What follows belongs to an exercise in optimizing a design on an open flow for small area, a short achievable clock period and few clock cycles; a production flow would make more cautious choices. Where RTL was checked, it was by simulation tests only, not by an equivalence proof against the original. No functional check of the RTL was part of run 5. Power and IR drop assume default switching activity.

==> design.v <==
`timescale 1ns / 1ps
module chip8_cpu (
    input wire clk,
    input wire reset,
    input wire [7:0] mem_data_in,
    input wire [15:0] key_pressed,
    output wire mem_read,
    output reg [11:0] mem_addr_out,
    output reg [7:0] mem_data_out,
    output reg mem_write
);
    reg        q_hi, q_lo, q_ld;
    reg        t_hi, t_lo, t_ld;
    reg        m_st, m_ld, m_bcd, m_key, m_res;
    reg [3:0]  i;            
    reg [3:0]  mx;           
    reg [11:0] pcs;          
    reg [7:0]  ir_hi, ir_lo;
    reg        ev;           
    reg [11:0] I;
    reg [7:0]  V[0:15];
    reg [11:0] stack[0:15];
    reg [3:0]  sp;
    reg [7:0]  delay_timer, sound_timer;
    reg [20:0] one_hz;       
    reg [15:0] lfsr;
    wire       dcy = t_lo;               
    wire [7:0] din = mem_data_in;
    wire       stream = !(m_st || m_ld || m_bcd || m_key || m_res);
    assign mem_read = !mem_write;        
    wire [7:0] vx = V[ir_hi[3:0]];
    wire [7:0] vy = V[m_st ? i : din[7:4]];
    reg  [7:0] opx, opy;
    always @(posedge clk) begin
        opx <= vx;
        opy <= vy;
    end
    reg  [3:0] key_idx;
    integer    k;
    always @(*) begin
        key_idx = 4'd0;
        for (k = 15; k >= 0; k = k - 1)
            if (key_pressed[k]) key_idx = k[3:0];
    end
    wire any_key = |key_pressed;
    reg  [3:0] key_idx_r;
    reg        any_key_r;
    always @(posedge clk) begin
        key_idx_r <= key_idx;
        any_key_r <= any_key;
    end
    wire [1:0] bcd_h = (vx >= 8'd200) ? 2'd2 : (vx >= 8'd100) ? 2'd1 : 2'd0;
    function [7:0] bcd_to;
        input [7:0] v;
        begin
            case (v)
                8'd0: bcd_to = {4'd0, 4'd0};
                8'd1: bcd_to = {4'd0, 4'd1};
                8'd2: bcd_to = {4'd0, 4'd2};
                8'd3: bcd_to = {4'd0, 4'd3};
                8'd4: bcd_to = {4'd0, 4'd4};
                8'd5: bcd_to = {4'd0, 4'd5};
                8'd6: bcd_to = {4'd0, 4'd6};
                8'd7: bcd_to = {4'd0, 4'd7};
                8'd8: bcd_to = {4'd0, 4'd8};
                8'd9: bcd_to = {4'd0, 4'd9};
                8'd10: bcd_to = {4'd1, 4'd0};
                8'd11: bcd_to = {4'd1, 4'd1};
                8'd12: bcd_to = {4'd1, 4'd2};
                8'd13: bcd_to = {4'd1, 4'd3};
                8'd14: bcd_to = {4'd1, 4'd4};
                8'd15: bcd_to = {4'd1, 4'd5};
                8'd16: bcd_to = {4'd1, 4'd6};
                8'd17: bcd_to = {4'd1, 4'd7};
                8'd18: bcd_to = {4'd1, 4'd8};
                8'd19: bcd_to = {4'd1, 4'd9};
                8'd20: bcd_to = {4'd2, 4'd0};
                8'd21: bcd_to = {4'd2, 4'd1};
                8'd22: bcd_to = {4'd2, 4'd2};
                8'd23: bcd_to = {4'd2, 4'd3};
                8'd24: bcd_to = {4'd2, 4'd4};
                8'd25: bcd_to = {4'd2, 4'd5};
                8'd26: bcd_to = {4'd2, 4'd6};
                8'd27: bcd_to = {4'd2, 4'd7};
                8'd28: bcd_to = {4'd2, 4'd8};
                8'd29: bcd_to = {4'd2, 4'd9};
                8'd30: bcd_to = {4'd3, 4'd0};
                8'd31: bcd_to = {4'd3, 4'd1};
                8'd32: bcd_to = {4'd3, 4'd2};
                8'd33: bcd_to = {4'd3, 4'd3};
                8'd34: bcd_to = {4'd3, 4'd4};
                8'd35: bcd_to = {4'd3, 4'd5};
                8'd36: bcd_to = {4'd3, 4'd6};
                8'd37: bcd_to = {4'd3, 4'd7};
                8'd38: bcd_to = {4'd3, 4'd8};
                8'd39: bcd_to = {4'd3, 4'd9};
                8'd40: bcd_to = {4'd4, 4'd0};
                8'd41: bcd_to = {4'd4, 4'd1};
                8'd42: bcd_to = {4'd4, 4'd2};
                8'd43: bcd_to = {4'd4, 4'd3};
                8'd44: bcd_to = {4'd4, 4'd4};
                8'd45: bcd_to = {4'd4, 4'd5};
                8'd46: bcd_to = {4'd4, 4'd6};
                8'd47: bcd_to = {4'd4, 4'd7};
                8'd48: bcd_to = {4'd4, 4'd8};
                8'd49: bcd_to = {4'd4, 4'd9};
                8'd50: bcd_to = {4'd5, 4'd0};
                8'd51: bcd_to = {4'd5, 4'd1};
                8'd52: bcd_to = {4'd5, 4'd2};
                8'd53: bcd_to = {4'd5, 4'd3};
                8'd54: bcd_to = {4'd5, 4'd4};
                8'd55: bcd_to = {4'd5, 4'd5};
                8'd56: bcd_to = {4'd5, 4'd6};
                8'd57: bcd_to = {4'd5, 4'd7};
                8'd58: bcd_to = {4'd5, 4'd8};
                8'd59: bcd_to = {4'd5, 4'd9};
                8'd60: bcd_to = {4'd6, 4'd0};
                8'd61: bcd_to = {4'd6, 4'd1};
                8'd62: bcd_to = {4'd6, 4'd2};
                8'd63: bcd_to = {4'd6, 4'd3};
                8'd64: bcd_to = {4'd6, 4'd4};
                8'd65: bcd_to = {4'd6, 4'd5};
                8'd66: bcd_to = {4'd6, 4'd6};
                8'd67: bcd_to = {4'd6, 4'd7};
                8'd68: bcd_to = {4'd6, 4'd8};
                8'd69: bcd_to = {4'd6, 4'd9};
                8'd70: bcd_to = {4'd7, 4'd0};
                8'd71: bcd_to = {4'd7, 4'd1};
                8'd72: bcd_to = {4'd7, 4'd2};
                8'd73: bcd_to = {4'd7, 4'd3};
                8'd74: bcd_to = {4'd7, 4'd4};
                8'd75: bcd_to = {4'd7, 4'd5};
                8'd76: bcd_to = {4'd7, 4'd6};
                8'd77: bcd_to = {4'd7, 4'd7};
                8'd78: bcd_to = {4'd7, 4'd8};
                8'd79: bcd_to = {4'd7, 4'd9};
                8'd80: bcd_to = {4'd8, 4'd0};
                8'd81: bcd_to = {4'd8, 4'd1};
                8'd82: bcd_to = {4'd8, 4'd2};
                8'd83: bcd_to = {4'd8, 4'd3};
                8'd84: bcd_to = {4'd8, 4'd4};
                8'd85: bcd_to = {4'd8, 4'd5};
                8'd86: bcd_to = {4'd8, 4'd6};
                8'd87: bcd_to = {4'd8, 4'd7};
                8'd88: bcd_to = {4'd8, 4'd8};
                8'd89: bcd_to = {4'd8, 4'd9};
                8'd90: bcd_to = {4'd9, 4'd0};
                8'd91: bcd_to = {4'd9, 4'd1};
                8'd92: bcd_to = {4'd9, 4'd2};
                8'd93: bcd_to = {4'd9, 4'd3};
                8'd94: bcd_to = {4'd9, 4'd4};
                8'd95: bcd_to = {4'd9, 4'd5};
                8'd96: bcd_to = {4'd9, 4'd6};
                8'd97: bcd_to = {4'd9, 4'd7};
                8'd98: bcd_to = {4'd9, 4'd8};
                8'd99: bcd_to = {4'd9, 4'd9};
                8'd100: bcd_to = {4'd0, 4'd0};
                8'd101: bcd_to = {4'd0, 4'd1};
                8'd102: bcd_to = {4'd0, 4'd2};
                8'd103: bcd_to = {4'd0, 4'd3};
                8'd104: bcd_to = {4'd0, 4'd4};
                8'd105: bcd_to = {4'd0, 4'd5};
                8'd106: bcd_to = {4'd0, 4'd6};
                8'd107: bcd_to = {4'd0, 4'd7};
                8'd108: bcd_to = {4'd0, 4'd8};
                8'd109: bcd_to = {4'd0, 4'd9};
                8'd110: bcd_to = {4'd1, 4'd0};
                8'd111: bcd_to = {4'd1, 4'd1};
                8'd112: bcd_to = {4'd1, 4'd2};
                8'd113: bcd_to = {4'd1, 4'd3};
                8'd114: bcd_to = {4'd1, 4'd4};
                8'd115: bcd_to = {4'd1, 4'd5};
                8'd116: bcd_to = {4'd1, 4'd6};
                8'd117: bcd_to = {4'd1, 4'd7};
                8'd118: bcd_to = {4'd1, 4'd8};
                8'd119: bcd_to = {4'd1, 4'd9};
                8'd120: bcd_to = {4'd2, 4'd0};
                8'd121: bcd_to = {4'd2, 4'd1};
                8'd122: bcd_to = {4'd2, 4'd2};
                8'd123: bcd_to = {4'd2, 4'd3};
                8'd124: bcd_to = {4'd2, 4'd4};
                8'd125: bcd_to = {4'd2, 4'd5};
                8'd126: bcd_to = {4'd2, 4'd6};
                8'd127: bcd_to = {4'd2, 4'd7};
                8'd128: bcd_to = {4'd2, 4'd8};
                8'd129: bcd_to = {4'd2, 4'd9};
                8'd130: bcd_to = {4'd3, 4'd0};
                8'd131: bcd_to = {4'd3, 4'd1};
                8'd132: bcd_to = {4'd3, 4'd2};
                8'd133: bcd_to = {4'd3, 4'd3};
                8'd134: bcd_to = {4'd3, 4'd4};
                8'd135: bcd_to = {4'd3, 4'd5};
                8'd136: bcd_to = {4'd3, 4'd6};
                8'd137: bcd_to = {4'd3, 4'd7};
                8'd138: bcd_to = {4'd3, 4'd8};
                8'd139: bcd_to = {4'd3, 4'd9};
                8'd140: bcd_to = {4'd4, 4'd0};
                8'd141: bcd_to = {4'd4, 4'd1};
                8'd142: bcd_to = {4'd4, 4'd2};
                8'd143: bcd_to = {4'd4, 4'd3};
                8'd144: bcd_to = {4'd4, 4'd4};
                8'd145: bcd_to = {4'd4, 4'd5};
                8'd146: bcd_to = {4'd4, 4'd6};
                8'd147: bcd_to = {4'd4, 4'd7};
                8'd148: bcd_to = {4'd4, 4'd8};
                8'd149: bcd_to = {4'd4, 4'd9};
                8'd150: bcd_to = {4'd5, 4'd0};
                8'd151: bcd_to = {4'd5, 4'd1};
                8'd152: bcd_to = {4'd5, 4'd2};
                8'd153: bcd_to = {4'd5, 4'd3};
                8'd154: bcd_to = {4'd5, 4'd4};
                8'd155: bcd_to = {4'd5, 4'd5};
                8'd156: bcd_to = {4'd5, 4'd6};
                8'd157: bcd_to = {4'd5, 4'd7};
                8'd158: bcd_to = {4'd5, 4'd8};
                8'd159: bcd_to = {4'd5, 4'd9};
                8'd160: bcd_to = {4'd6, 4'd0};
                8'd161: bcd_to = {4'd6, 4'd1};
                8'd162: bcd_to = {4'd6, 4'd2};
                8'd163: bcd_to = {4'd6, 4'd3};
                8'd164: bcd_to = {4'd6, 4'd4};
                8'd165: bcd_to = {4'd6, 4'd5};
                8'd166: bcd_to = {4'd6, 4'd6};
                8'd167: bcd_to = {4'd6, 4'd7};
                8'd168: bcd_to = {4'd6, 4'd8};
                8'd169: bcd_to = {4'd6, 4'd9};
                8'd170: bcd_to = {4'd7, 4'd0};
                8'd171: bcd_to = {4'd7, 4'd1};
                8'd172: bcd_to = {4'd7, 4'd2};
                8'd173: bcd_to = {4'd7, 4'd3};
                8'd174: bcd_to = {4'd7, 4'd4};
                8'd175: bcd_to = {4'd7, 4'd5};
                8'd176: bcd_to = {4'd7, 4'd6};
                8'd177: bcd_to = {4'd7, 4'd7};
                8'd178: bcd_to = {4'd7, 4'd8};
                8'd179: bcd_to = {4'd7, 4'd9};
                8'd180: bcd_to = {4'd8, 4'd0};
                8'd181: bcd_to = {4'd8, 4'd1};
                8'd182: bcd_to = {4'd8, 4'd2};
                8'd183: bcd_to = {4'd8, 4'd3};
                8'd184: bcd_to = {4'd8, 4'd4};
                8'd185: bcd_to = {4'd8, 4'd5};
                8'd186: bcd_to = {4'd8, 4'd6};
                8'd187: bcd_to = {4'd8, 4'd7};
                8'd188: bcd_to = {4'd8, 4'd8};
                8'd189: bcd_to = {4'd8, 4'd9};
                8'd190: bcd_to = {4'd9, 4'd0};
                8'd191: bcd_to = {4'd9, 4'd1};
                8'd192: bcd_to = {4'd9, 4'd2};
                8'd193: bcd_to = {4'd9, 4'd3};
                8'd194: bcd_to = {4'd9, 4'd4};
                8'd195: bcd_to = {4'd9, 4'd5};
                8'd196: bcd_to = {4'd9, 4'd6};
                8'd197: bcd_to = {4'd9, 4'd7};
                8'd198: bcd_to = {4'd9, 4'd8};
                8'd199: bcd_to = {4'd9, 4'd9};
                8'd200: bcd_to = {4'd0, 4'd0};
                8'd201: bcd_to = {4'd0, 4'd1};
                8'd202: bcd_to = {4'd0, 4'd2};
                8'd203: bcd_to = {4'd0, 4'd3};
                8'd204: bcd_to = {4'd0, 4'd4};
                8'd205: bcd_to = {4'd0, 4'd5};
                8'd206: bcd_to = {4'd0, 4'd6};
                8'd207: bcd_to = {4'd0, 4'd7};
                8'd208: bcd_to = {4'd0, 4'd8};
                8'd209: bcd_to = {4'd0, 4'd9};
                8'd210: bcd_to = {4'd1, 4'd0};
                8'd211: bcd_to = {4'd1, 4'd1};
                8'd212: bcd_to = {4'd1, 4'd2};
                8'd213: bcd_to = {4'd1, 4'd3};
                8'd214: bcd_to = {4'd1, 4'd4};
                8'd215: bcd_to = {4'd1, 4'd5};
                8'd216: bcd_to = {4'd1, 4'd6};
                8'd217: bcd_to = {4'd1, 4'd7};
                8'd218: bcd_to = {4'd1, 4'd8};
                8'd219: bcd_to = {4'd1, 4'd9};
                8'd220: bcd_to = {4'd2, 4'd0};
                8'd221: bcd_to = {4'd2, 4'd1};
                8'd222: bcd_to = {4'd2, 4'd2};
                8'd223: bcd_to = {4'd2, 4'd3};
                8'd224: bcd_to = {4'd2, 4'd4};
                8'd225: bcd_to = {4'd2, 4'd5};
                8'd226: bcd_to = {4'd2, 4'd6};
                8'd227: bcd_to = {4'd2, 4'd7};
                8'd228: bcd_to = {4'd2, 4'd8};
                8'd229: bcd_to = {4'd2, 4'd9};
                8'd230: bcd_to = {4'd3, 4'd0};
                8'd231: bcd_to = {4'd3, 4'd1};
                8'd232: bcd_to = {4'd3, 4'd2};
                8'd233: bcd_to = {4'd3, 4'd3};
                8'd234: bcd_to = {4'd3, 4'd4};
                8'd235: bcd_to = {4'd3, 4'd5};
                8'd236: bcd_to = {4'd3, 4'd6};
                8'd237: bcd_to = {4'd3, 4'd7};
                8'd238: bcd_to = {4'd3, 4'd8};
                8'd239: bcd_to = {4'd3, 4'd9};
                8'd240: bcd_to = {4'd4, 4'd0};
                8'd241: bcd_to = {4'd4, 4'd1};
                8'd242: bcd_to = {4'd4, 4'd2};
                8'd243: bcd_to = {4'd4, 4'd3};
                8'd244: bcd_to = {4'd4, 4'd4};
                8'd245: bcd_to = {4'd4, 4'd5};
                8'd246: bcd_to = {4'd4, 4'd6};
                8'd247: bcd_to = {4'd4, 4'd7};
                8'd248: bcd_to = {4'd4, 4'd8};
                8'd249: bcd_to = {4'd4, 4'd9};
                8'd250: bcd_to = {4'd5, 4'd0};
                8'd251: bcd_to = {4'd5, 4'd1};
                8'd252: bcd_to = {4'd5, 4'd2};
                8'd253: bcd_to = {4'd5, 4'd3};
                8'd254: bcd_to = {4'd5, 4'd4};
                8'd255: bcd_to = {4'd5, 4'd5};
                default: bcd_to = 8'd0;
            endcase
        end
    endfunction
    wire [7:0] bcd_e = bcd_to(opx);
    wire [3:0] bcd_t = bcd_e[7:4];
    wire [3:0] bcd_o = bcd_e[3:0];
    wire [3:0]  dop   = ir_hi[7:4];
    wire        d_jmp = (dop == 4'h1) || (dop == 4'h2);
    wire        d_ret = (ir_hi == 8'h00) && (din == 8'hEE);
    wire        eq_nn = (vx == din);
    wire        key_x = key_pressed[vx[3:0]];
    reg         d_skip;
    always @(*) begin
        case (dop)
            4'h3: d_skip = eq_nn;
            4'h4: d_skip = !eq_nn;
            4'hE: d_skip = ((din == 8'h9E) && key_x) || ((din == 8'hA1) && !key_x);
            default: d_skip = 1'b0;
        endcase
    end
    wire d_f     = (dop == 4'hF);
    wire d_st    = d_f && (din == 8'h55);
    wire d_ld    = d_f && (din == 8'h65);
    wire d_bcd   = d_f && (din == 8'h33);
    wire d_key   = d_f && (din == 8'h0A);
    wire d_mem   = d_st || d_ld || d_bcd || d_key;
    wire d_redir = d_jmp || d_ret || d_skip;
    wire x_zero  = (ir_hi[3:0] == 4'd0);
    reg [11:0] target;
    always @(*) begin
        if (d_jmp)      target = {ir_hi[3:0], din};
        else if (d_ret) target = stack[sp - 4'd1];
        else            target = mem_addr_out + 12'd2;     
    end
    wire       d8     = (dop == 4'h8);
    reg        c_sub_xy, c_sub_yx, c_nn, c_flag;
    always @(posedge clk) begin
        c_sub_xy <= d8 && (din[3:0] == 4'h5);
        c_sub_yx <= d8 && (din[3:0] == 4'h7);
        c_nn     <= (dop == 4'h7);
        c_flag   <= dcy && d8 && (din[3:0] == 4'h4 || din[3:0] == 4'h5 || din[3:0] == 4'h6 ||
                                  din[3:0] == 4'h7 || din[3:0] == 4'hE);
    end
    wire [3:0] eop = ir_hi[7:4];
    wire [3:0] en  = ir_lo[3:0];
    wire [7:0] nn  = ir_lo;
    wire [7:0] a_op = c_sub_yx ? ~opx : opx;
    wire [7:0] b_op = c_nn ? nn : c_sub_xy ? ~opy : opy;
    wire [8:0] sum  = {1'b0, a_op} + {1'b0, b_op} + {8'd0, c_sub_xy | c_sub_yx};
    wire       e_bnn  = ev && (eop == 4'hB);
    wire       e_skip = ev && (((eop == 4'h5) && (opx == opy)) || ((eop == 4'h9) && (opx != opy)));
    reg        e_we, e_wf;
    reg [7:0]  e_wd;
    reg        e_f;
    always @(*) begin
        e_we = 1'b0; e_wf = c_flag; e_wd = 8'd0; e_f = 1'b0;
        if (ev) begin
            case (eop)
                4'h6: begin e_we = 1'b1; e_wd = nn; end
                4'h7: begin e_we = 1'b1; e_wd = sum[7:0]; end
                4'h8: case (en)
                    4'h0: begin e_we = 1'b1; e_wd = opy; end
                    4'h1: begin e_we = 1'b1; e_wd = opx | opy; end
                    4'h2: begin e_we = 1'b1; e_wd = opx & opy; end
                    4'h3: begin e_we = 1'b1; e_wd = opx ^ opy; end
                    4'h4, 4'h5, 4'h7: begin e_we = 1'b1; e_wd = sum[7:0]; e_f = sum[8]; end
                    4'h6: begin e_we = 1'b1; e_wd = {1'b0, opx[7:1]}; e_f = opx[0]; end
                    4'hE: begin e_we = 1'b1; e_wd = {opx[6:0], 1'b0}; e_f = opx[7]; end
                    default: ;
                endcase
                4'hC: begin e_we = 1'b1; e_wd = nn & lfsr[7:0]; end
                4'hF: if (nn == 8'h07) begin e_we = 1'b1; e_wd = delay_timer; end
                default: ;
            endcase
        end
    end
    reg        w_en;
    reg [3:0]  w_idx;
    reg [7:0]  w_dat;
    always @(*) begin
        if (t_ld) begin
            w_en = 1'b1; w_idx = i - 4'd2; w_dat = din;
        end else if (m_key) begin
            w_en = any_key_r; w_idx = mx; w_dat = {4'd0, key_idx_r};
        end else begin
            w_en = e_we; w_idx = ir_hi[3:0]; w_dat = e_wd;
        end
    end
    integer r;
    always @(posedge clk) begin
        for (r = 0; r < 16; r = r + 1)
            if (r == 15 && e_wf)
                V[r] <= {7'd0, e_f};
            else if (w_en && w_idx == r[3:0])
                V[r] <= w_dat;
        if (dcy && dop == 4'h2)
            stack[sp] <= mem_addr_out;
    end
    always @(posedge clk) begin
        if (t_hi) ir_hi <= din;
        if (dcy) begin
            ir_lo <= din;
            mx <= ir_hi[3:0];
            pcs <= mem_addr_out + 12'd1;
            mem_data_out <= din[6] ? V[0] : {6'd0, bcd_h};    
        end else if (m_st) begin
            mem_data_out <= vy;
        end else if (m_bcd) begin
            mem_data_out <= {4'd0, i[0] ? bcd_t : bcd_o};
        end
        if (dcy)
            i <= 4'd1;
        else if (m_st || m_ld || m_bcd || m_res)
            i <= i + 4'd1;
    end
    always @(posedge clk or posedge reset) begin
        if (reset) begin
            mem_addr_out <= 12'h200;
            mem_write <= 1'b0;
            q_hi <= 1'b1; q_lo <= 1'b0; q_ld <= 1'b0;
            t_hi <= 1'b0; t_lo <= 1'b0; t_ld <= 1'b0;
            m_st <= 1'b0; m_ld <= 1'b0; m_bcd <= 1'b0; m_key <= 1'b0; m_res <= 1'b0;
            ev <= 1'b0;
            I <= 12'd0;
            sp <= 4'd0;
            delay_timer <= 8'd0;
            sound_timer <= 8'd0;
            one_hz <= 21'h1FFFFF;
            lfsr <= 16'hACE1;
        end else begin
            if (one_hz == 21'h0E2A3E) begin
                one_hz <= 21'h1FFFFF;
                if (delay_timer != 8'd0) delay_timer <= delay_timer - 8'd1;
                if (sound_timer != 8'd0) sound_timer <= sound_timer - 8'd1;
            end else begin
                one_hz <= {one_hz[19:0], one_hz[20] ^ one_hz[18]};
            end
            ev <= dcy;
            t_hi <= q_hi && !(dcy && d_redir);
            t_lo <= q_lo && !e_skip && !e_bnn;
            t_ld <= q_ld;
            mem_write <= 1'b0;
            q_ld <= 1'b0;
            if (stream) begin
                mem_addr_out <= mem_addr_out + 12'd1;
                q_hi <= q_lo;
                q_lo <= q_hi;
                if (dcy) begin
                    if (d_redir) begin
                        mem_addr_out <= target;
                        q_hi <= 1'b1;
                        q_lo <= 1'b0;
                    end else if (d_mem) begin
                        mem_addr_out <= I;
                        q_hi <= 1'b0;
                        q_lo <= 1'b0;
                        q_ld <= d_ld;
                        mem_write <= d_st || d_bcd;
                        m_st <= d_st && !x_zero;
                        m_ld <= d_ld && !x_zero;
                        m_bcd <= d_bcd;
                        m_key <= d_key;
                        m_res <= (d_st || d_ld) && x_zero;
                    end
                    if (dop == 4'h2) sp <= sp + 4'd1;
                    if (d_ret) sp <= sp - 4'd1;
                end
                if (e_bnn) begin
                    mem_addr_out <= {ir_hi[3:0], ir_lo} + {4'd0, V[0]};
                    q_hi <= 1'b1;
                    q_lo <= 1'b0;
                end
            end else begin
                if (m_st || m_ld || m_bcd)
                    mem_addr_out <= mem_addr_out + 12'd1;
                if (m_st || m_bcd)
                    mem_write <= 1'b1;
                if (m_ld)
                    q_ld <= 1'b1;
                if ((m_st || m_ld) && i == mx) begin
                    m_st <= 1'b0;
                    m_ld <= 1'b0;
                    m_res <= 1'b1;
                end
                if (m_bcd && i[1]) begin
                    m_bcd <= 1'b0;
                    m_res <= 1'b1;
                end
                if (m_res || (m_key && any_key_r)) begin
                    mem_addr_out <= pcs;
                    q_lo <= 1'b1;
                    m_res <= 1'b0;
                    m_key <= 1'b0;
                end
            end
            if (ev) begin
                case (eop)
                    4'hA: I <= {ir_hi[3:0], ir_lo};
                    4'hC: lfsr <= {lfsr[14:0], lfsr[15] ^ lfsr[13] ^ lfsr[12] ^ lfsr[10]};
                    4'hF: case (nn)
                        8'h15: delay_timer <= opx;
                        8'h18: sound_timer <= opx;
                        8'h1E: I <= I + {4'd0, opx};
                        8'h29: I <= {6'd0, opx[3:0], 2'd0} + {8'd0, opx[3:0]};
                        default: ;
                    endcase
                    default: ;
                endcase
            end
        end
    end
endmodule
==> flow/run.sh <==
#!/bin/bash
# Standard ORFS layout (the standard.sh: unchanged synthesis and steps), with
# - the port buffers that buffer_ports adds made buf_4 instead of its default
#   (a slow delay buffer), so input and output paths start from a fast buffer.
set -euo pipefail
export SETUP_SLACK_MARGIN=8
export BUFFER_PORTS_ARGS="-buffer_cell sky130_fd_sc_hd__buf_4"
bash standard.sh > standard_make.log 2>&1
==> standard.sh <==
#!/bin/bash
# synth_recipe.tcl (not shown) runs the flow's synth.tcl, then flattens the netlist and writes it again
# the make line also repeats each setting of config.mk as NAME=value (left out here)
make -C /OpenROAD-flow-scripts/flow DESIGN_CONFIG=/design/flow/config.mk WORK_HOME=/design/flow/orfs CLKGATE_MAP_FILE= SYNTH_SCRIPT=/design/flow/synth_recipe.tcl "${@:-finish}"
==> config.mk <==
export PLATFORM = sky130hd
export DESIGN_NAME = chip8_cpu
export DESIGN_NICKNAME = chip8_cpu
export VERILOG_FILES = /design/flow/design.v
export SDC_FILE = /design/flow/constraint.sdc
export NUM_CORES = 4
export LEC_CHECK = 0
export CAP_MARGIN = 20
export CORE_MARGIN = 2
export CORE_UTILIZATION = 60
export CTS_BUF_LIST = sky130_fd_sc_hd__clkbuf_8
export CTS_CLUSTER_DIAMETER = 50
export CTS_CLUSTER_SIZE = 16
export GPL_ROUTABILITY_DRIVEN = 0
export SLEW_MARGIN = 20
==> constraint.sdc <==
create_clock -name core_clock -period 12.0 [get_ports {clk}]
set_input_delay 2.4000 -clock core_clock [delete_from_list [all_inputs] [get_ports {clk}]]
set_output_delay 2.4000 -clock core_clock [all_outputs]
set_load 0.01 [all_outputs]
==> results of run 1 <==
-- final timing paths --
path                              endpoint  cells past startpoint
min in group asynchronous          lfsr[9]                      2
max in group asynchronous            sp[0]                      3
min reg2reg                           t_ld                      0
min                                   t_ld                      0
max                        mem_addr_out[3]                     13
max reg2reg                mem_addr_out[3]                     14
-- stage by stage --
stage	hold slack (ns)	setup slack [ns]	util, %	cell area, um2
after floorplan	0.331	7.77	-	25200
after detailed placement	0.340	6.88	63.8	26100
after global routing	0.366	7.92	68.3	27900
final	0.364	7.95	68.3	27900
after CTS	0.364	7.88	67.0	27400
after global placement	0.334	6.95	63.7	26000
-- power by group through the flow --
stage	clock [mW]	combinational (mW)	sequential, mW
floorplan	0	1.89	2.29
global placement	0	2.61	2.32
detailed placement	0	2.66	2.32
CTS	1.11	2.74	2.28
global route	1.17	3.14	2.30
finish	1.10	2.92	2.29
-- cell type report --
cell class | count | area (um2) | area share [%]
repair inverters | 2 | 12.5 | 0.0448
multi-input cells | 1415 | 10900 | 38.9
flip-flops and latches | 482 | 13700 | 49.0
clock inverters | 31 | 310 | 1.11
clock buffers | 50 | 688 | 2.47
repair buffers | 152 | 1370 | 4.92
well taps | 532 | 666 | 2.39
inverters | 81 | 329 | 1.18
-- flip-flops by register name (all words and copies together), names as in the netlist, 7 cells and up --
signal	count
ir_lo	8
delay_timer	8
stack	192
opx	8
mem_data_out	8
I	12
lfsr	16
opy	8
bcd_e	7
V	128
ir_hi	8
one_hz	21
mem_addr_out	12
pcs	12
-- logic make-up (layout without fill, tap and decap cells) --
| group | after synthesis | in the layout |
|---|---|---|
| xor+xnor | 92 | 92 |
| fa+ha+maj | 62 | 62 |
| compound gates | 533 | 534 |
| flops | 482 | 482 |
| mux | 140 | 140 |
| simple gates | 587 | 587 |
| buf+inv | 210 | 316 |
-- Yosys cell counts, drive strengths merged, types with 9 or more instances --
master	count	area (um2)
dfrtp	55	1380
o21bai	9	67.6
o21ai	128	641
edfxtp	353	10600
a22oi	46	345
o22ai	16	100
mux2i	49	490
xor2	35	307
buf	36	256
nor2b	19	119
o221ai	10	93.8
mux2	27	308
nand2b	31	194
nor2	187	704
a222oi	11	110
inv	81	304
o22a	13	114
nor4	13	87.6
dfstp	31	815
a221oi	26	234
or3	11	68.8
nor3	47	246
xnor2	57	507
dfxtp	43	861
a21oi	108	544
mux4	64	1440
a211oi	20	150
clkbuf	93	349
nand4	26	163
a21o	21	158
a22o	32	280
a31oi	18	134
nand2	176	663
nand3	36	193
ha	57	713
o31ai	10	75.1
-- worst max-delay path, stage by stage --
cell,delay [ns]
buf_4,0.17
and3_4,0.20
nand2_1,0.09
nor3_1,0.05
nand4_1,0.24
buf_12,0.15
nand2_8,0.09
nor3_4,0.33
buf_6,0.14
nand3_4,0.14
mux2_4,0.33
a31oi_1,0.17
o22a_1,0.15
-- per-layer routing --
metal,share of wire (%),GRT usage [%]
met5,0.024,0
met4,4.3,14.8
met3,12,8.11
met2,44,51.3
met1,39,48.9
-- repair_timing --
| action | CTS | global route |
|---|---|---|
| setup buffers | 15 | 29 |
| resized for setup | 34 | 52 |
| cloned | 3 | 4 |
| endpoints found under the setup margin | 141 | 42 |
| pin swaps | 4 | 18 |
| hold buffers | 0 | 0 |
==> run notes, run 1 <==
grt ovf - 0
Compound-Gate Fraction of Synth Area - 14.6%
Post-synth EDFFs - 353
fin crit share - 33.7%
Die H - 207 um
Hold WC Path Type - flip-flop to flip-flop
via/cell ratio - 6.84
fin. max-slew vios - 0
worst r2r src - ir_hi[2]
Sw Pwr - 2.57 mW
drt drc - 0
Async S/R FF share, synth - 17.8%
Slew HR - 11.6%
status - finished clean
Clock transition at path regs - 0.10 ns
routed via count - 18,800
crit end category - flip-flop
mean post-synth cell area - 11.8 um2
r2r setup slk - 7.96 ns
prevailing post-synth register cell - edfxtp_1
Peak supply drop - 0.141 mV
combinational family with the most area after synthesis - compound AO/OA/AOI/OAI gates
#FFs+latches synth - 482
Area Growth Syn to Fin - 12.5%
mux share of post-synthesis cell area - 9.03%
YS warnings - 2
Worst setup SP type - input pin
kind of critical path - input pin to flip-flop
PwrDens - 226 nW/um2
synthesized area - 24,800 um2
Synth Area in Adders - 3.28%
Clock Tree Buf Depth - 3
setup TNS - 0 ns
min Tclk post-route - 4.05 ns
CTS sink count - 482
leakage power total - 10.2 nW
full die area - 43,000 um2
post-synthesis simple-gate area fraction - 11.1%
clock network fraction of design power - 17.4%
most common cell after layout, fill and taps aside - edfxtp_1
Slew @ Worst Pin - 1.32 ns
# setup viols final - 0
drt pass-1 iters - 8
leading cell types in the layout, fill and taps excluded - edfxtp_1 (353), nand2_1 (171), nor2_1 (156), buf_4 (126), o21ai_0 (115)
Sequential Power Share - 36.3%
ant diodes - 0
core box area - 40,800 um2
antenna violations before repair - 1
vias in the first global route - 18,100
WL final - 76,200 um
All-Layer GR Usage - 34.5%
Max Fclk - 0.247 GHz
required time of the critical path - 12.61 ns
Worst Setup SP - mem_data_in[3]
Root Buffer Master - clkbuf_8
drt wl/cell - 27.8 um
Top-Level Pins - 48
unrepaired setup endpoints after global routing - true
initial cell density of the core - 60.7%
max-cap violations - 0
1st-iter DRT viols - 2,662
Comb power frac - 46.3%
worst skew pair latency - 0.69 ns
register area share after synthesis - 55.0%
DP Wirelength - 50,700 um
Max FO, Critical Path - 9
Yosys cell types - 99
fill count - 3,043
first-pass GRT wire length - 112,000 um
CTS tree - done
number of core rows - 74
cts bufs inserted - 47
Nets - 2,269
port buffer count - 47
largest net degree at the start of global routing - 54
post-placement cell count - 2,613
total power draw - 6.30 mW
H-tree depth - 2
P_int - 3.73 mW
xor/xnor cell area share of the yosys netlist - 3.28%
startpoint of the worst hold path - q_ld
layout cell share with drive strength beyond 1 - 21.4%
switch share - 40.8%
final hold vios - 0
Arr. time, crit path - 4.66 ns
Worst Clk Skew - 0.0327 ns
DRT antenna net count - 0
non-filler cells, final - 2,745
Syn Nets - 2,194
Post-Syn Instances - 2,106
Die Wd - 207 um
Testbench counts, summed over its fixed seeds: cycles 204,165.
==> inputs of run 2 (changes only) <==
--- a/config.mk
+++ b/config.mk
@@ -12,4 +12,3 @@
 export CTS_CLUSTER_DIAMETER = 50
 export CTS_CLUSTER_SIZE = 16
-export GPL_ROUTABILITY_DRIVEN = 0
 export SLEW_MARGIN = 20
==> run 2 against run 1 <==
Compared with the run above: synthesized cell count did not move; flip-flop and latch count unchanged; largest cell class unchanged; wire length is essentially flat; clock skew grew 0.0033 ns; register-to-register slack improved by 0.07 ns; still clean; worst setup slack improved by 0.011 ns.
==> run notes, run 2 <==
grt ovf - 0
CP cell instances - buf_6 > nand2b_4 > nor2_1 > a31oi_4 > nor2_4 > a22o_1 > a221oi_1 > nand3_1 > o22a_1 > a32o_1
max-cap violations - 0
initial cell density of the core - 60.7%
synthesized area - 24,800 um2
Peak supply drop - 0.159 mV
Root Buffer Master - clkbuf_8
max incr delay on CP - 0.38 ns
Synth Area in Adders - 3.28%
Arr. time, crit path - 4.49 ns
YS warnings - 2
Syn Nets - 2,194
fin crit share - 33.7%
crit end category - flip-flop
Top-Level Pins - 48
H-tree depth - 2
min Tclk post-route - 4.04 ns
Slew @ Worst Pin - 1.13 ns
largest net degree at the start of global routing - 54
prevailing post-synth register cell - edfxtp_1
worst r2r src - ir_hi[0]
Worst Setup SP - mem_data_in[4]
port buffer count - 47
Clock Tree Buf Depth - 3
PwrDens - 225 nW/um2
antenna violations before repair - 0
Yosys top cell by area - edfxtp_1
ranking of synthesized cells by area - edfxtp_1 (43%), mux4_2 (5.8%), dfrtp_1 (5.5%)
Area Growth Syn to Fin - 12.7%
Post-synth EDFFs - 353
Worst Clk Skew - 0.0359 ns
mean post-synth cell area - 11.8 um2
startpoint of the worst hold path - q_ld
full die area - 43,000 um2
kind of critical path - input pin to flip-flop
Worst setup SP type - input pin
top cells by count, synth - edfxtp_1 (353), nor2_1 (186), nand2_1 (175)
first-pass GRT wire length - 110,000 um
most common cell after layout, fill and taps aside - edfxtp_1
worst skew pair latency - 0.69 ns
Hold WC Path Type - flip-flop to flip-flop
post-synthesis simple-gate area fraction - 11.1%
Nets - 2,265
Die Wd - 207 um
vias in the first global route - 17,600
Compound-Gate Fraction of Synth Area - 14.6%
CTS sink count - 482
DRT antenna net count - 0
Top delay family on crit path - compound AO/OA/AOI/OAI gates
1st-iter DRT viols - 2,540
layout cell share with drive strength beyond 1 - 22.0%
Slew HR - 25.0%
register area share after synthesis - 55.0%
placed cell area - 26,100 um2
All-Layer GR Usage - 33.9%
Max FO, Critical Path - 14
Top reg by flops - stack
fin. max-slew vios - 0
Die H - 207 um
drt wl/cell - 27.7 um
Clock transition at path regs - 0.11 ns
mux share of post-synthesis cell area - 9.03%
slowest CP cell - a31oi_4
CTS tree - done
max FFs per register - 192
drt drc - 0
setup TNS - 0 ns
xor/xnor cell area share of the yosys netlist - 3.28%
Yosys cell types - 99
via/cell ratio - 6.80
Post-Syn Instances - 2,106
WL final - 76,200 um
final instance area - 28,000 um2
number of core rows - 74
# setup viols final - 0
required time of the critical path - 12.45 ns
unrepaired setup endpoints after global routing - true
Synth top area share - 42.7%
drt pass-1 iters - 6
leading cell types in the layout, fill and taps excluded - edfxtp_1 (353), nand2_1 (171), nor2_1 (149), buf_4 (129), o21ai_0 (114)
routed via count - 18,700
core box area - 40,800 um2
cts bufs inserted - 47
fill count - 3,049
CTS hold repair buffers - 0
gp weighted congestion - 0.990
final core utilization - 68.5%
final hold vios - 0
top flop regs - stack: 192 flops, V: 128 flops, one_hz: 21 flops
ant diodes - 0
#FFs+latches synth - 482
Max Fclk - 0.248 GHz
DP Wirelength - 50,200 um
leakage power total - 10.3 nW
Async S/R FF share, synth - 17.8%
buffer and inverter count on the worst path - 1
most common cell in the synthesized netlist - edfxtp_1
status - finished clean
combinational family with the most area after synthesis - compound AO/OA/AOI/OAI gates
-- run 2: cell counts after synthesis --
Identical to the previous run, type by type.
-- run 2: final timing paths --
path | to | slack, ns | depth (start not counted)
worst min register to register | t_ld | 0.34 | 0
worst min-delay path | t_ld | 0.34 | 0
max in group asynchronous | sp[0] | 8.94 | 3
worst max-delay path | mem_data_out[7] | 7.96 | 10
min in group asynchronous | lfsr[4] | 1.84 | 2
worst max register to register | mem_addr_out[3] | 8.03 | 16
-- run 2: where the power goes --
part,internal [mW],switching (mW)
sequential,2.08,0.213
combinational,1.18,1.72
clock,0.445,0.645
total,3.71,2.58
-- run 2: logic make-up (layout without fill, tap and decap cells) --
family	after synthesis	in the layout
simple gates	587	588
buf+inv	210	316
mux	140	140
compound gates	533	535
fa+ha+maj	62	62
xor+xnor	92	92
flops	482	482
-- run 2: cell type report --
| cell class | count | area (um2) | share of cell area, % |
|---|---|---|---|
| flip-flops and latches | 482 | 13700 | 48.9 |
| multi-input cells | 1417 | 11000 | 39.2 |
| repair buffers | 147 | 1310 | 4.69 |
| clock buffers | 54 | 743 | 2.66 |
| well taps | 532 | 666 | 2.38 |
| inverters | 81 | 328 | 1.17 |
| clock inverters | 33 | 280 | 1.00 |
| repair inverters | 1 | 5.00 | 0.0179 |
-- run 2: routing by layer --
metal	vias to the layer above	GRT usage, %	share of wire, %	wire length (um)
met5	-	0	0	0
met4	0	14.0	4.7	3540
met3	246	5.89	11	8160
met2	1166	50.9	44	33800
met1	9144	49.4	40	30700
li1	8131	-	-	-
-- run 2: through the flow --
step           setup slack, ns  cells  power, mW  hold WS (ns)
6_report                  7.96   2747       6.29         0.340
3_5_place_dp              7.10   2614       4.98         0.336
4_1_cts                   7.91   2708       6.11         0.342
2_1_floorplan             7.77   2106       4.18         0.331
3_3_place_gp              7.14   2614       4.94         0.332
5_1_grt                   7.97   2747       6.59         0.348
-- run 2: timing repair --
| item | in CTS | in global routing |
|---|---|---|
| cloned | 1 | 8 |
| pin swaps | 2 | 17 |
| setup endpoints to repair | 59 | 105 |
| buffers inserted | 6 | 31 |
| gates resized for setup | 29 | 67 |
==> inputs of run 3 (changes only) <==
--- a/config.mk
+++ b/config.mk
@@ -13,2 +13,3 @@
 export CTS_CLUSTER_SIZE = 16
 export SLEW_MARGIN = 20
+export TNS_END_PERCENT = 10
==> run 3 against run 2 <==
Compared with the run above: still clean; utilization shrank 1.2 points; clock power grew 5%; hold slack gained 0.026 ns; global-route usage grew 0.48 points; clock skew grew 0.0014 ns; critical path depth grew 1; clock-buffer cell count shrank 1; largest power group unchanged; highest routed layer unchanged.
==> run notes, run 3 <==
status - finished clean
full die area - 43,000 um2
leading cell types in the layout, fill and taps excluded - edfxtp_1 (353), nand2_1 (171), nor2_1 (160), o21ai_0 (115), buf_4 (115)
drt pass-1 iters - 9
fin. max-slew vios - 0
# setup viols final - 0
drt wl/cell - 27.8 um
slowest CP cell - nor2_2
CTS sink count - 482
YS warnings - 2
Arr. time, crit path - 4.61 ns
max FFs per register - 192
Post-Syn Instances - 2,106
DP Wirelength - 51,400 um
Most Frequent Cell on Critical Path - buf_4
CTS tree - done
most common cell in the synthesized netlist - edfxtp_1
setup TNS - 0 ns
prevailing post-synth register cell - edfxtp_1
fin crit share - 34.2%
Yosys cell types - 99
final hold vios - 0
min Tclk post-route - 4.11 ns
kind of critical path - input pin to flip-flop
Slew @ Worst Pin - 1.04 ns
Die H - 207 um
initial cell density of the core - 60.7%
number of core rows - 74
All-Layer GR Usage - 34.4%
WL final - 75,700 um
Post-synth EDFFs - 353
CTS hold repair buffers - 0
most common cell after layout, fill and taps aside - edfxtp_1
synthesized area - 24,800 um2
Slew HR - 30.4%
routed via count - 18,600
gp weighted congestion - 1.04
PwrDens - 229 nW/um2
Max Fclk - 0.243 GHz
Clock Tree Buf Depth - 3
Worst Clk Skew - 0.0374 ns
first-pass GRT wire length - 112,000 um
register area share after synthesis - 55.0%
Root Buffer Master - clkbuf_8
cts bufs inserted - 47
1st-iter DRT viols - 2,677
Die Wd - 207 um
Worst setup SP type - input pin
Hold WC Path Type - flip-flop to flip-flop
Place WS - 6.84 ns
DRT antenna net count - 0
#FFs+latches synth - 482
core box area - 40,800 um2
CP cell instances - buf_4 > nor3_1 > a31oi_2 > buf_4 > nor2_2 > a22o_1 > a221oi_2 > nand3_1 > o22a_1 > a21oi_1 > o21ai_0
largest net degree at the start of global routing - 63
Syn Nets - 2,194
max-cap violations - 0
Area Growth Syn to Fin - 10.7%
Nets - 2,244
H-tree depth - 2
grt ovf - 0
Hold Path Depth - 0
vias in the first global route - 17,700
mean post-synth cell area - 11.8 um2
drt drc - 0
Peak supply drop - 0.164 mV
Async S/R FF share, synth - 17.8%
port buffer count - 47
ant diodes - 0
Top-Level Pins - 48
ranking of synthesized cells by area - edfxtp_1 (43%), mux4_2 (5.8%), dfrtp_1 (5.5%)
antenna violations before repair - 0
Max FO, Critical Path - 10
unrepaired setup endpoints after global routing - true
required time of the critical path - 12.50 ns
worst skew pair latency - 0.68 ns
fill count - 3,020
setup ws final - 7.89 ns
crit end category - flip-flop
layout cell share with drive strength beyond 1 - 19.4%
top cells by count, synth - edfxtp_1 (353), nor2_1 (186), nand2_1 (175)
top flop regs - stack: 192 flops, V: 128 flops, one_hz: 21 flops
max incr delay on CP - 0.52 ns
Clock transition at path regs - 0.08 ns
leakage power total - 10.1 nW
worst hold margin - 0.367 ns
Yosys top cell by area - edfxtp_1
via/cell ratio - 6.81
Worst R2R Path Depth - 15
Top reg by flops - stack
Synth top area share - 42.7%
[run 3: cell counts after synthesis]
Identical to the previous run, type by type.
[run 3: repair_timing]
action	4_1_cts	5_1_grt
endpoints found under the setup margin	123	36
setup buffers	4	16
resized for setup	41	65
gates cloned	1	2
pin swaps	2	14
endpoints found under the hold margin	0	0
[run 3: area by class of cell]
class / instances / area, um2 / share of cell area (%)
well taps: 532 / 666 / 2.42
inverters: 81 / 315 / 1.15
multi-input cells: 1415 / 10700 / 38.8
repair inverters: 1 / 5.00 / 0.0182
flip-flops and latches: 482 / 13700 / 49.8
repair buffers: 128 / 1080 / 3.93
clock buffers: 53 / 729 / 2.66
clock inverters: 34 / 335 / 1.22
[run 3: routing by layer]
layer | wire length (um) | global-route usage (%)
met1 | 29500 | 48.6
met2 | 34100 | 52.4
met3 | 8700 | 7.37
met4 | 3350 | 13.9
met5 | 0 | 0
[run 3: logic make-up after synthesis]
logic type | synth area share [%]
DFF | 55.0
buffers and inverters | 3.67
xor gates and xnor gates | 3.28
AOI/OAI and AO/OA | 14.6
adders and majority gates | 3.28
and+or+nand+nor | 11.1
muxes | 9.03
[run 3: path summary, 6_finish.rpt]
check                                from         endpoint  slack (ns)
max                        mem_data_in[5]  mem_data_out[3]        7.89
min                                  q_ld             t_ld        0.37
max reg2reg                      ir_hi[1]  mem_addr_out[9]        8.02
min reg2reg                          q_ld             t_ld        0.37
max in group asynchronous           reset            sp[0]        8.93
min in group asynchronous           reset          lfsr[1]        1.78
[run 3: metrics by stage]
stage / total power, mW / area, um2 / cells / util, %
after floorplan: 4.15 / 24800 / 2106 / -
after global placement: 4.97 / 25700 / 2616 / 63.0
after detailed placement: 5.01 / 25700 / 2616 / 63.0
after CTS: 6.19 / 27000 / 2708 / 66.2
after global routing: 6.59 / 27500 / 2726 / 67.2
final: 6.28 / 27500 / 2726 / 67.2
[run 3: worst max-delay path: cells and delay by family]
family / cells / cell delay [ns]
simple gates: 3 / 0.98
compound gates: 6 / 0.82
buf+inv: 2 / 0.39
[run 3: power by group]
group | total (mW) | leakage (nW) | switching [mW] | internal [mW]
clock | 1.14 | 0.574 | 0.622 | 0.516
sequential | 2.30 | 4.64 | 0.215 | 2.08
combinational | 2.85 | 4.86 | 1.72 | 1.13
total | 6.28 | 10.1 | 2.56 | 3.72
==> inputs of run 4 (changes only) <==
--- a/flow/run.sh
+++ b/flow/run.sh
@@ -4,5 +4,5 @@
 #   (a slow delay buffer), so input and output paths start from a fast buffer.
 set -euo pipefail
-export SETUP_SLACK_MARGIN=8
+export SETUP_SLACK_MARGIN=8.6
 export BUFFER_PORTS_ARGS="-buffer_cell sky130_fd_sc_hd__buf_4"
 bash standard.sh > standard_make.log 2>&1
==> run 4 against run 3 <==
Compared with the run above: synthesized cell count stayed put; critical path depth grew 4; maximum frequency up 5.0%; critical path type is now flip-flop to flip-flop; critical endpoint is now mem_addr_out[2]; largest cell class unchanged; largest power group unchanged.
==> run notes, run 4 <==
crit end category - flip-flop
# setup viols final - 0
ranking of synthesized cells by area - edfxtp_1 (43%), mux4_2 (5.8%), dfrtp_1 (5.5%)
CTS sink count - 482
Slew HR - 21.4%
ant diodes - 0
Hold WC Path Type - flip-flop to flip-flop
Yosys cell types - 99
fill count - 2,821
routed via count - 19,500
DRT antenna net count - 0
1st-iter DRT viols - 2,950
Die Wd - 207 um
largest net degree at the start of global routing - 63
leading cell types in the layout, fill and taps excluded - edfxtp_1 (353), nand2_1 (166), buf_4 (165), nor2_1 (153), o21ai_0 (101)
Place WS - 6.84 ns
layout cell share with drive strength beyond 1 - 26.2%
setup ws final - 8.09 ns
kind of critical path - flip-flop to flip-flop
max FFs per register - 192
unrepaired setup endpoints after global routing - true
Top reg by flops - stack
Root Buffer Master - clkbuf_8
fin crit share - 32.6%
Synth top area share - 42.7%
drt drc - 0
CTS tree - done
min Tclk post-route - 3.91 ns
Nets - 2,340
Clock Tree Buf Depth - 3
CTS hold repair buffers - 0
synthesized area - 24,800 um2
status - finished clean
initial cell density of the core - 60.7%
Yosys top cell by area - edfxtp_1
drt wl/cell - 28.8 um
drt pass-1 iters - 6
r2r setup slk - 8.09 ns
worst hold margin - 0.365 ns
Clock transition at path regs - 0.09 ns
WL final - 81,100 um
DP Wirelength - 51,400 um
number of core rows - 74
worst skew pair latency - 0.68 ns
first-pass GRT wire length - 118,000 um
GR Util met1 - 51.4%
setup TNS - 0 ns
fin. max-slew vios - 0
core box area - 40,800 um2
Top-Level Pins - 48
peak-usage layer in the global routing report - met2
antenna violations before repair - 2
full die area - 43,000 um2
most common cell in the synthesized netlist - edfxtp_1
top flop regs - stack: 192 flops, V: 128 flops, one_hz: 21 flops
Syn Nets - 2,194
#FFs+latches synth - 482
Max FO, Critical Path - 27
All-Layer GR Usage - 36.7%
Peak supply drop - 0.163 mV
H-tree depth - 2
leakage power total - 10.9 nW
Post-synth EDFFs - 353
total power draw - 6.67 mW
grt ovf - 0
most common cell after layout, fill and taps aside - edfxtp_1
final hold vios - 0
YS warnings - 2
via/cell ratio - 6.90
GR Util met2 - 55.2%
Die H - 207 um
final instance area - 29,200 um2
Post-Syn Instances - 2,106
Worst Clk Skew - 0.0415 ns
Max Fclk - 0.256 GHz
register area share after synthesis - 55.0%
cts bufs inserted - 47
Async S/R FF share, synth - 17.8%
Worst setup SP type - flip-flop
prevailing post-synth register cell - edfxtp_1
vias in the first global route - 18,400
port buffer count - 47
met3 GRT Util - 8.84%
mean post-synth cell area - 11.8 um2
required time of the critical path - 12.54 ns
Arr. time, crit path - 4.45 ns
placed cell area - 25,700 um2
top cells by count, synth - edfxtp_1 (353), nor2_1 (186), nand2_1 (175)
Area Growth Syn to Fin - 17.7%
max-cap violations - 0
Slew @ Worst Pin - 1.18 ns
gp weighted congestion - 1.04
PwrDens - 229 nW/um2
run 4: what timing repair did:
action,CTS,global route
endpoints found under the hold margin,0,0
pin swaps,54,41
setup endpoints to repair,311,313
gates resized for setup,191,94
buffers inserted,66,36
gates cloned,13,4
run 4: critical path, stage by stage (launching register included):
cell and delay (ns):
edfxtp_1 0.41, buf_12 0.24, and2b_1 0.35, a22o_1 0.23, a222oi_1 0.49, a31oi_4 0.17
buf_12 0.18, xnor2_2 0.14, o2111ai_2 0.16, o31a_1 0.30, nor3_4 0.20, buf_6 0.13
nand3_4 0.13, o21a_4 0.30, o221ai_1 0.22, nand2_1 0.10
run 4: kinds of logic after synthesis:
group	after synthesis	synth area share, %
DFF	482	55.0
xor gates and xnor gates	92	3.28
adders and majority gates	62	3.28
AOI/OAI and AO/OA	533	14.6
and+or+nand+nor	587	11.1
muxes	140	9.03
buffers and inverters	210	3.67
run 4: metal layers:
layer,vias to the layer above,part of all wire [%]
met5,-,0.015
met4,2,5.3
met3,305,13
met2,1405,44
met1,9467,38
li1,8293,-
run 4: power by group:
group / leakage [nW] / internal [mW] / total, mW / switching [mW]
Combinational: 5.66 / 1.35 / 3.25 / 1.90
Sequential: 4.64 / 2.08 / 2.29 / 0.203
Clock: 0.574 / 0.515 / 1.14 / 0.628
run 4: area by class of cell:
cell class / instances / area, um2 / area share [%]
sequential: 482 / 13700 / 46.8
multi-input combinational: 1418 / 11200 / 38.5
timing repair buffer: 221 / 2230 / 7.64
clock buffer: 53 / 729 / 2.50
tap: 532 / 666 / 2.28
clock inverter: 34 / 335 / 1.15
inverter: 81 / 324 / 1.11
timing repair inverter: 1 / 5.00 / 0.0171
run 4: stage by stage:
step / instances / utilization, %
2_1_floorplan: 2106 / -
3_3_place_gp: 2616 / 63.0
3_5_place_dp: 2616 / 63.0
4_1_cts: 2782 / 69.6
5_1_grt: 2822 / 71.5
6_report: 2822 / 71.5
run 4: final timing paths:
check	startpoint	to	cells after the start
worst max-delay path	ir_hi[1]	mem_addr_out[2]	15
worst min-delay path	q_ld	t_ld	0
worst max register to register	ir_hi[1]	mem_addr_out[2]	15
worst min register to register	q_ld	t_ld	0
max in group asynchronous	reset	sp[0]	3
min in group asynchronous	reset	lfsr[1]	2
==> inputs of run 5 (changes only) <==
--- a/design.v
+++ b/design.v
@@ -30,5 +30,5 @@
     assign mem_read = !mem_write;        
     wire [7:0] vx = V[ir_hi[3:0]];
-    wire [7:0] vy = V[m_st ? i : din[7:4]];
+    wire [7:0] vy = V[m_st ? i + 4'd1 : din[7:4]];
     reg  [7:0] opx, opy;
     always @(posedge clk) begin
@@ -418,5 +418,5 @@
             mem_data_out <= din[6] ? V[0] : {6'd0, bcd_h};    
         end else if (m_st) begin
-            mem_data_out <= vy;
+            mem_data_out <= (i == 4'd1) ? V[1] : opy;
         end else if (m_bcd) begin
             mem_data_out <= {4'd0, i[0] ? bcd_t : bcd_o};
--- a/flow/run.sh
+++ b/flow/run.sh
@@ -4,5 +4,5 @@
 #   (a slow delay buffer), so input and output paths start from a fast buffer.
 set -euo pipefail
-export SETUP_SLACK_MARGIN=8.6
+export SETUP_SLACK_MARGIN=8
 export BUFFER_PORTS_ARGS="-buffer_cell sky130_fd_sc_hd__buf_4"
 bash standard.sh > standard_make.log 2>&1
--- a/config.mk
+++ b/config.mk
@@ -13,3 +13,2 @@
 export CTS_CLUSTER_SIZE = 16
 export SLEW_MARGIN = 20
-export TNS_END_PERCENT = 10
==> run 5 against run 4 <==
Compared with the run above: highest routed layer is now met4; die area is 1.8% higher; clock-buffer cell count is 2 lower; register-to-register slack worse by 0.15 ns; largest cell class unchanged; critical endpoint is now opy[0]; clock skew is 0.0020 ns higher; still clean; largest power group unchanged; first-iteration DRC count is 17% lower; flip-flop and latch count stayed put; clock power is 4% higher.
==> run notes, run 5 <==
drt wl/cell - 28.7 um
setup TNS - 0 ns
DRT antenna net count - 0
routed via count - 19,400
final hold vios - 0
met3 GRT Util - 7.30%
CTS sink count - 482
register area share after synthesis - 54.1%
peak-usage layer in the global routing report - met2
Yosys cell types - 93
setup ws final - 7.89 ns
crit path capture - opy[0]
port buffer count - 47
DP Wirelength - 53,500 um
ant diodes - 0
Worst setup SP type - input pin
YS warnings - 2
Post-Syn Instances - 2,170
All-Layer GR Usage - 35.9%
Max FO, Critical Path - 10
fin. max-slew vios - 0
Nets - 2,314
worst r2r src - ir_hi[0]
post-placement cell count - 2,676
Hold WC Path Type - flip-flop to flip-flop
CTS hold repair buffers - 0
Slew @ Worst Pin - 1.17 ns
grt ovf - 0
via/cell ratio - 6.90
leading cell types in the layout, fill and taps excluded - edfxtp_1 (353), nor2_1 (167), nand2_1 (150), buf_4 (127), o21ai_0 (120)
area of the multi-input gates - 11,100 um2
crit end category - flip-flop
GR Util met2 - 55.6%
Die Wd - 209 um
worst skew pair latency - 0.69 ns
Place WS - 6.78 ns
Peak supply drop - 0.173 mV
H-tree depth - 2
Top reg by flops - stack
fill count - 3,154
status - finished clean
Arr. time, crit path - 4.75 ns
CTS tree - done
Die H - 209 um
non-filler cells, final - 2,804
Async S/R FF share, synth - 17.8%
leakage power total - 10.4 nW
drt drc - 0
first-pass GRT wire length - 116,000 um
Clock transition at path regs - 0.10 ns
largest net degree at the start of global routing - 76
worst hold margin - 0.366 ns
#FFs+latches synth - 482
PwrDens - 230 nW/um2
cts bufs inserted - 48
1st-iter DRT viols - 2,456
# setup viols final - 0
mean post-synth cell area - 11.6 um2
r2r setup slk - 7.94 ns
kind of critical path - input pin to flip-flop
unrepaired setup endpoints after global routing - true
synthesized area - 25,300 um2
prevailing post-synth register cell - edfxtp_1
top cells by count, synth - edfxtp_1 (353), nor2_1 (191), nand2_1 (153)
Top-Level Pins - 48
FF+latch area - 13,700 um2
Post-synth EDFFs - 353
fin crit share - 34.3%
required time of the critical path - 12.64 ns
layout cell share with drive strength beyond 1 - 20.5%
GR Util met1 - 48.3%
ranking of synthesized cells by area - edfxtp_1 (42%), dfrtp_1 (5.4%), mux4_2 (5.2%)
antenna violations before repair - 0
core box area - 41,800 um2
drt pass-1 iters - 9
Synth top area share - 42.0%
number of core rows - 75
initial cell density of the core - 60.5%
Syn Nets - 2,259
Clock Tree Buf Depth - 3
Slew HR - 22.0%
max-cap violations - 0
Worst Clk Skew - 0.0435 ns
Worst R2R Path Depth - 14
Root Buffer Master - clkbuf_8
Max Fclk - 0.243 GHz
Area Growth Syn to Fin - 11.4%
worst r2r dst - mem_addr_out[9]
most common cell after layout, fill and taps aside - edfxtp_1
WL final - 80,600 um
most common cell in the synthesized netlist - edfxtp_1
top flop regs - stack: 192 flops, V: 128 flops, one_hz: 21 flops
full die area - 43,800 um2
vias in the first global route - 18,400
max FFs per register - 192
gp weighted congestion - 1.01
Worst Setup SP - mem_data_in[7]
min Tclk post-route - 4.11 ns
Yosys top cell by area - edfxtp_1
run 5: critical path, cell delays in order:
cell and delay [ns]:
buf_4 0.17, nor2_1 0.14, a21oi_2 0.10, or2_2 0.38, nor2_1 0.89, a22oi_1 0.31, nand4_1 0.18, o32a_1 0.16
run 5: how the worst min path moves through the flow:
stage,start,end,slack (ns),depth (start not counted)
after CTS,one_hz[4],one_hz[5],0.37,0
after detailed placement,q_ld,t_ld,0.34,0
after global routing,one_hz[4],one_hz[5],0.37,0
after floorplan,q_ld,t_ld,0.33,0
after global placement,q_ld,t_ld,0.34,0
final,one_hz[4],one_hz[5],0.37,0
run 5: report_power, final:
group / internal (mW) / switching [mW]
registers: 2.06 / 0.235
clock network: 0.517 / 0.659
logic: 1.21 / 1.79
total: 3.78 / 2.68
run 5: cells by family after synthesis:
family,Yosys count,share of synthesized area [%]
mux,153,9.20
xor+xnor,94,3.26
buf+inv,221,3.68
fa+ha+maj,63,3.27
flops,482,54.1
simple gates,607,11.8
compound gates,550,14.8
run 5: through the flow:
step           utilization, %  area, um2  power (mW)
3_5_place_dp             62.8      26200        5.03
5_1_grt                  67.4      28100        6.75
2_1_floorplan               -      25400        4.16
4_1_cts                  66.1      27600        6.28
3_3_place_gp             62.7      26200        4.98
6_report                 67.4      28100        6.47
run 5: cell type report:
cell class	instances	share of cell area [%]
inverter	80	1.12
sequential	482	48.6
clock inverter	39	1.48
tap	539	2.40
multi-input combinational	1468	39.3
timing repair buffer	145	4.58
clock buffer	51	2.49
run 5: what timing repair did:
item / in CTS / in global routing
gates resized for setup: 45 / 67
setup buffers: 11 / 22
cloned: 0 / 5
endpoints found under the setup margin: 92 / 92
pin swaps: 4 / 14
run 5: per-layer routing:
layer / share of wire (%) / wire (um)
met5: 0 / 0
met1: 38 / 30800
met4: 6.3 / 5100
met3: 11 / 8780
met2: 45 / 35900
==> inputs of run 6 (changes only) <==
--- a/design.v
+++ b/design.v
@@ -30,5 +30,5 @@
     assign mem_read = !mem_write;        
     wire [7:0] vx = V[ir_hi[3:0]];
-    wire [7:0] vy = V[m_st ? i + 4'd1 : din[7:4]];
+    wire [7:0] vy = V[m_st ? i : din[7:4]];
     reg  [7:0] opx, opy;
     always @(posedge clk) begin
@@ -418,5 +418,5 @@
             mem_data_out <= din[6] ? V[0] : {6'd0, bcd_h};    
         end else if (m_st) begin
-            mem_data_out <= (i == 4'd1) ? V[1] : opy;
+            mem_data_out <= vy;
         end else if (m_bcd) begin
             mem_data_out <= {4'd0, i[0] ? bcd_t : bcd_o};
--- a/config.mk
+++ b/config.mk
@@ -10,5 +10,5 @@
 export CORE_UTILIZATION = 60
 export CTS_BUF_LIST = sky130_fd_sc_hd__clkbuf_8
-export CTS_CLUSTER_DIAMETER = 50
-export CTS_CLUSTER_SIZE = 16
+export CTS_CLUSTER_DIAMETER = 40
+export CTS_CLUSTER_SIZE = 12
 export SLEW_MARGIN = 20
==> run 6 against run 5 <==
Compared with the run above: design area up 1.4%; non-clock buffer count is 9 higher; flip-flop and latch count did not move; register-to-register slack better by 0.06 ns; via count fell by 1.8%; critical path depth is 2 higher; clock-buffer cell count increased by 25; power is 2.6% higher; global-route usage decreased by 1.6 points; critical path type unchanged.
==> run notes, run 6 <==
status - finished clean
Top reg by flops - stack
Place WS - 7.10 ns
Area Growth Syn to Fin - 15.0%
cts bufs inserted - 69
top cells by count, synth - edfxtp_1 (353), nor2_1 (186), nand2_1 (175)
1st-iter DRT viols - 2,687
#FFs+latches synth - 482
# setup viols final - 0
kind of critical path - input pin to flip-flop
most common cell after layout, fill and taps aside - edfxtp_1
Async S/R FF share, synth - 17.8%
core box area - 40,800 um2
prevailing post-synth register cell - edfxtp_1
Peak supply drop - 0.217 mV
most common cell in the synthesized netlist - edfxtp_1
required time of the critical path - 12.41 ns
first-pass GRT wire length - 111,000 um
CTS tree - done
via/cell ratio - 6.81
Root Buffer Master - clkbuf_8
max FFs per register - 192
setup TNS - 0 ns
CTS hold repair buffers - 0
DP Wirelength - 50,200 um
Die Wd - 207 um
All-Layer GR Usage - 34.3%
largest net degree at the start of global routing - 54
PwrDens - 232 nW/um2
Hold Path Depth - 0
full die area - 43,000 um2
H-tree depth - 3
unrepaired setup endpoints after global routing - true
Slew HR - 25.6%
Worst R2R Path Depth - 14
CTS sink count - 482
mean post-synth cell area - 11.8 um2
Syn Nets - 2,194
drt drc - 0
Slew @ Worst Pin - 1.12 ns
Max Fclk - 0.247 GHz
Post-synth EDFFs - 353
min Tclk post-route - 4.05 ns
fin. max-slew vios - 0
final hold vios - 0
port buffer count - 47
initial cell density of the core - 60.7%
final core utilization - 69.9%
register area share after synthesis - 55.0%
YS warnings - 2
crit end category - flip-flop
WL final - 77,000 um
Die H - 207 um
drt pass-1 iters - 8
Clock Tree Buf Depth - 3
top flop regs - stack: 192 flops, V: 128 flops, one_hz: 21 flops
leakage power total - 10.5 nW
Worst setup SP type - input pin
vias in the first global route - 17,900
grt ovf - 0
routed via count - 19,000
worst hold margin - 0.352 ns
synthesized area - 24,800 um2
max-cap violations - 0
Hold WC Path Type - flip-flop to flip-flop
DRT antenna net count - 0
drt wl/cell - 27.6 um
setup ws final - 7.95 ns
ranking of synthesized cells by area - edfxtp_1 (43%), mux4_2 (5.8%), dfrtp_1 (5.5%)
Clock transition at path regs - 0.07 ns
Yosys cell types - 99
Max FO, Critical Path - 14
gp weighted congestion - 0.990
fin crit share - 33.7%
Yosys top cell by area - edfxtp_1
layout cell share with drive strength beyond 1 - 23.6%
Worst Clk Skew - 0.0325 ns
leading cell types in the layout, fill and taps excluded - edfxtp_1 (353), nand2_1 (170), nor2_1 (148), buf_4 (131), o21ai_0 (114)
Post-Syn Instances - 2,106
worst skew pair latency - 0.67 ns
Arr. time, crit path - 4.46 ns
number of core rows - 74
Synth top area share - 42.7%
ant diodes - 0
Top-Level Pins - 48
antenna violations before repair - 0
Nets - 2,294
run 6: cell count changes after synthesis, sizes merged, moves of 7 or more:
cell | previous run | this run
nand2 | 153 | 176
mux2 | 44 | 27
a211oi | 35 | 20
nand3b | 15 | 4
and3b | 11 | 1
and3 | 16 | 7
clkbuf | 102 | 93
nor3 | 40 | 47
o22ai | 23 | 16
run 6: kinds of logic after synthesis:
family,count (synthesis),synth area share (%)
mux,140,9.03
compound gates,533,14.6
buf+inv,210,3.67
fa+ha+maj,62,3.28
flops,482,55.0
simple gates,587,11.1
xor+xnor,92,3.28
run 6: stage by stage:
step                instances  total power, mW  cell area, um2
floorplan                2106             4.18           25200
CTS                      2747             6.42           27700
finish                   2791             6.63           28500
global placement         2614             4.94           26000
detailed placement       2614             4.98           26100
global route             2791             6.94           28500
run 6: worst max-delay path, cell delays in order:
cell and delay (ns):
buf_6 0.14, nand2b_4 0.16, nor2_1 0.07, a31oi_4 0.34, nor2_4 0.14, a22o_1 0.26, a221oi_1 0.22, nand3_1 0.17
o22a_1 0.29, a32o_1 0.25
run 6: routing by layer:
| metal | GRT usage, % | share of wire, % | up-vias |
|---|---|---|---|
| met4 | 14.4 | 4.6 | 0 |
| met1 | 49.3 | 40 | 9339 |
| met2 | 50.8 | 44 | 1213 |
| met3 | 7.64 | 11 | 262 |
| li1 | - | - | 8196 |
| met5 | 0 | 0 | - |
run 6: worst paths after layout:
| path | from | end | slack, ns |
|---|---|---|---|
| max in group asynchronous | reset | sp[0] | 8.92 |
| setup reg to reg | ir_hi[3] | mem_addr_out[3] | 8.00 |
| hold reg to reg | q_ld | t_ld | 0.35 |
| hold / removal | q_ld | t_ld | 0.35 |
| setup / recovery | mem_data_in[4] | mem_data_out[7] | 7.95 |
| min in group asynchronous | reset | lfsr[4] | 1.87 |
run 6: repair_timing:
action,4_1_cts,5_1_grt
gates resized for setup,31,80
cloned,1,9
endpoints found under the setup margin,60,66
buffers inserted,8,35
pin swaps,2,23
run 6: final cells by class:
type / instances / area [um2]
repair buffers: 154 / 1400
clock inverters: 48 / 422
clock buffers: 76 / 1050
repair inverters: 1 / 5.00
flip-flops and latches: 482 / 13700
inverters: 81 / 338
multi-input cells: 1417 / 11000
fillers: 2931 / 12300
well taps: 532 / 666
run 6: power by group:
group	internal, mW	leakage [nW]	switching (mW)	total [mW]
logic	1.20	5.14	1.74	2.94
registers	2.08	4.64	0.213	2.30
clock network	0.698	0.761	0.697	1.40
Testbench counts of run 6, summed over its fixed seeds: cycles 204,165.

==> re-timing with driven ports <==
How much do the figures lean on ideal ports? The routed layouts below were timed once more, with nothing changed but the port constraints.
Step 1, drivers: a clkbuf_16 drives clk and a buf_2 each remaining input, both assumed.
Step 2 moves the port delays by t, midway between the first and last clock arrival at a register: inputs arrive t later, outputs are due t later. That takes back most of the time a late clock gives input paths.
Slacks: no drivers / after step 1 / after step 2; pairs: no drivers / after step 1.
run	t (ns)	setup slack, ns	worst setup path at the end	latest minus earliest clock arrival (ns)
run 1	0.726	7.950 / 7.960 / 7.257	input to register	0.036 / 0.035
run 2	0.722	7.961 / 7.952 / 7.229	input to register	0.047 / 0.047
run 3	0.712	7.890 / 7.888 / 7.176	input to register	0.037 / 0.037
run 4	0.714	8.087 / 7.977 / 7.264	input to register	0.042 / 0.041
run 5	0.723	7.890 / 7.916 / 7.193	input to register	0.043 / 0.044
run 6	0.708	7.955 / 7.948 / 7.240	input to register	0.033 / 0.033
After both steps every run listed still meets setup and hold. The setup slack of run 4, which loses most, moves by -0.110 ns with the drivers and by -0.823 ns with both steps.
